This design comes from an exercise in tuning for small area, a short achievable clock period and few clock cycles on the open sky130 flow, not from production work.
In this exercise RTL edits were held to simulation tests only and were not proved equivalent to the original.
No activity file was given, so power comes from the tool's default toggle rates.

==> module controller, before the edit <==
module controller (
  input      clk, rst_n,
  input      start,
  input      skip, last,
  output     idle,
  output reg align, iter, done
);
  assign idle = !(align || iter || done);
  always @( posedge clk )
    if( !rst_n ) begin
      align <= 1'b0;
      iter  <= 1'b0;
      done  <= 1'b0;
    end
    else begin
      align <= idle && start;
      iter  <= (align && !skip) || (iter && !last);
      done  <= (align && skip) || (iter && last);
    end
endmodule
==> module datapath, before the edit <==
module datapath (
  input             clk,
  input      [31:0] div, dsr,
  input             idle, align, iter,
  output reg [31:0] q, r,
  output reg        err,
  output            ge, last, skip
);
  reg [31:0] d;       
  reg  [4:0] k;       
  reg  [4:0] m;       
  reg        kdl;     
  wire [4:0] msb_div, msb_dsr;
  msb32 mdiv ( .x(div), .y(msb_div) );
  msb32 mdsr ( .x(dsr), .y(msb_dsr) );
  wire dsr_zero = ( dsr == 32'd0 );
  wire [5:0] kd;
  sub5 ksub ( .a(k), .b(m), .y(kd) );
  assign skip = err || kd[5];
  wire [31:0] sh0, sh1, sh2, sh3, sh4;
  shl_stage #( .S(1),  .FILL(1'b1) ) st0 ( .x(d),   .s(kdl), .y(sh0) );
  shl_stage #( .S(2),  .FILL(1'b0) ) st1 ( .x(sh0), .s(kd[1]), .y(sh1) );
  shl_stage #( .S(4),  .FILL(1'b1) ) st2 ( .x(sh1), .s(kd[2]), .y(sh2) );
  shl_stage #( .S(8),  .FILL(1'b0) ) st3 ( .x(sh2), .s(kd[3]), .y(sh3) );
  shl_stage #( .S(16), .FILL(1'b1) ) st4 ( .x(sh3), .s(kd[4]), .y(sh4) );
  wire r_load = idle || ( align && err );
  wire [31:0] gl [0:5];    
  wire [31:0] pl [0:5];
  genvar lv, bi;
  generate
    for( bi = 0; bi < 32; bi = bi + 1 ) begin : pg
      ks_pg0e #( .CARRY_IN( bi == 0 ), .FORCE( bi == 31 ) ) c (
        .r(r[bi]), .d(d[bi]), .en(iter), .f(r_load), .gn(gl[0][bi]), .pn(pl[0][bi]) );
    end
    for( lv = 0; lv < 5; lv = lv + 1 ) begin : ks
      for( bi = 0; bi < 32; bi = bi + 1 ) begin : bt
        if( bi >= (1 << lv) && ( bi < (2 << lv) || lv == 4 ) ) begin : gonly
          if( lv % 2 == 1 ) begin : pn
            ks_pn_g c ( .gh(gl[lv][bi]), .ph(pl[lv][bi]), .gl(gl[lv][bi - (1 << lv)]),
                        .g(gl[lv+1][bi]) );
          end
          else begin : np
            ks_np_g c ( .gh(gl[lv][bi]), .ph(pl[lv][bi]), .gl(gl[lv][bi - (1 << lv)]),
                        .g(gl[lv+1][bi]) );
          end
          assign pl[lv+1][bi] = 1'b0;
        end
        else if( bi >= (1 << lv) ) begin : comb
          if( lv % 2 == 1 ) begin : pn
            ks_pn c ( .gh(gl[lv][bi]), .ph(pl[lv][bi]),
                      .gl(gl[lv][bi - (1 << lv)]), .pl(pl[lv][bi - (1 << lv)]),
                      .g(gl[lv+1][bi]), .p(pl[lv+1][bi]) );
          end
          else begin : np
            ks_np c ( .gh(gl[lv][bi]), .ph(pl[lv][bi]),
                      .gl(gl[lv][bi - (1 << lv)]), .pl(pl[lv][bi - (1 << lv)]),
                      .g(gl[lv+1][bi]), .p(pl[lv+1][bi]) );
          end
        end
        else begin : pass
          assign gl[lv+1][bi] = !gl[lv][bi];
          assign pl[lv+1][bi] = 1'b0;
        end
      end
    end
  endgenerate
  wire [32:0] cy = {gl[5], 1'b1};
  wire [31:1] diff_h;
  xor_late #( .W(31) ) dx ( .x(~( r[31:1] ^ d[31:1] )), .c(cy[31:1]), .y(diff_h) );
  wire [31:0] diff = {diff_h, r[0] ^ d[0]};
  assign ge = cy[32];
  assign last = ( k == m );
  wire [31:0] d_next;
  sel_late #( .W(32) ) dsel ( .s(align), .an(sh4), .b(idle ? dsr : {1'b0, d[31:1]}), .y(d_next) );
  always @( posedge clk )
    d <= d_next;
  always @( posedge clk ) begin
    if( ge )
      r <= idle ? div : ( iter ? diff : 32'd0 );
  end
  always @( posedge clk ) begin
    if( idle ) begin
      k   <= msb_div;
      kdl <= msb_div[0] ^ msb_dsr[0];
      m   <= msb_dsr;
      q   <= 32'd0;
      err <= dsr_zero;
    end
    else if( iter ) begin
      q <= {q[30:0], ge};
      k <= k - 5'd1;
    end
  end
endmodule
clock: 4.0 ns
lec_check: 0
cap_margin: 20
core_margin: 2
core_utilization: 60
setup_slack_margin: 1.6
slew_margin: 20
synth_hierarchical: 1
standard.sh (not shown) runs the stock make flow with config.mk's settings and CLKGATE_MAP_FILE= SYNTH_SCRIPT=/design/flow/synth_recipe.tcl, a recipe that flattens the netlist after the stock synthesis.
==> flow/flow/run.sh <==
#!/bin/bash
# The standard layout, with the port buffers that ORFS inserts before global
# placement made as sky130_fd_sc_hd__buf_1 cells rather than the default
# delay buffers; timing repair still resizes them where a path needs it.
set -euo pipefail
bash standard.sh 'BUFFER_PORTS_ARGS=-buffer_cell sky130_fd_sc_hd__buf_1' finish > standard_flow.log 2>&1
Testbench counts at the start, summed over its fixed seeds: cycles 12,149.
Change:
--- a/flow/design.v
+++ b/flow/design.v
@@ -25,10 +25,9 @@
   input      start,
   input      skip, last,
-  output     idle,
-  output reg align, iter, done
-);
-  assign idle = !(align || iter || done);
+  output reg idle, align, iter, done
+);
   always @( posedge clk )
     if( !rst_n ) begin
+      idle  <= 1'b1;
       align <= 1'b0;
       iter  <= 1'b0;
@@ -36,4 +35,5 @@
     end
     else begin
+      idle  <= (idle && !start) || done;
       align <= idle && start;
       iter  <= (align && !skip) || (iter && !last);
@@ -52,5 +52,6 @@
   reg  [4:0] k;       
   reg  [4:0] m;       
-  reg        kdl;     
+  reg  [1:0] kdl;     
+  reg        kdb;     
   wire [4:0] msb_div, msb_dsr;
   msb32 mdiv ( .x(div), .y(msb_div) );
@@ -61,6 +62,6 @@
   assign skip = err || kd[5];
   wire [31:0] sh0, sh1, sh2, sh3, sh4;
-  shl_stage #( .S(1),  .FILL(1'b1) ) st0 ( .x(d),   .s(kdl), .y(sh0) );
-  shl_stage #( .S(2),  .FILL(1'b0) ) st1 ( .x(sh0), .s(kd[1]), .y(sh1) );
+  shl_stage #( .S(1),  .FILL(1'b1) ) st0 ( .x(d),   .s(kdl[0]), .y(sh0) );
+  shl_stage #( .S(2),  .FILL(1'b0) ) st1 ( .x(sh0), .s(kdl[1] ^ kdb), .y(sh1) );
   shl_stage #( .S(4),  .FILL(1'b1) ) st2 ( .x(sh1), .s(kd[2]), .y(sh2) );
   shl_stage #( .S(8),  .FILL(1'b0) ) st3 ( .x(sh2), .s(kd[3]), .y(sh3) );
@@ -124,5 +125,6 @@
     if( idle ) begin
       k   <= msb_div;
-      kdl <= msb_div[0] ^ msb_dsr[0];
+      kdl <= {msb_div[1] ^ msb_dsr[1], msb_div[0] ^ msb_dsr[0]};
+      kdb <= !msb_div[0] && msb_dsr[0];
       m   <= msb_dsr;
       q   <= 32'd0;
Result: The new run completed with no timing, DRC or antenna violations; combinational power shrinks by 56%; area after synthesis grows by 1.0%; fmax grows by 8.5%; setup slack improves by 200 ps; critical path depth shrinks by 2; utilization grows by 0.20 points; via count grows by 3.2%; cell area grows by 0.64%; sequential power shrinks by 20%; register-to-register slack improves by 240 ps; final cell count grows by 0.74%; die area grows by 0.98%; clock-buffer cell count grows by 9.
Testbench counts after the change, summed over its fixed seeds: cycles 12,149.

## port drivers added, routing unchanged
How much do the figures lean on ideal ports? The routed layouts below were timed once more, with nothing changed but the port constraints.
Step 1 assumes that a clkbuf_16 drives the clock port and a buf_2 every other input.
Step 2, shift: input delay + t, output delay - t, t = (earliest + latest rising clock arrival at the registers) / 2. This alone moves slack from input paths to output paths.
Slacks: no drivers / after step 1 / after step 2; pairs: no drivers / after step 1.
| run | t, ns | setup slack, ns | pins driven straight from the clock port |
|---|---|---|---|
| the first run | 0.404 | 1.399 / 1.399 / 1.314 | 1 |
| the second run | 0.468 | 1.602 / 1.623 / 1.155 | 1 |
After both steps every run listed still meets setup and hold. The setup slack of the second run, which loses most, moves by +0.021 ns with the drivers and by -0.447 ns with both steps.
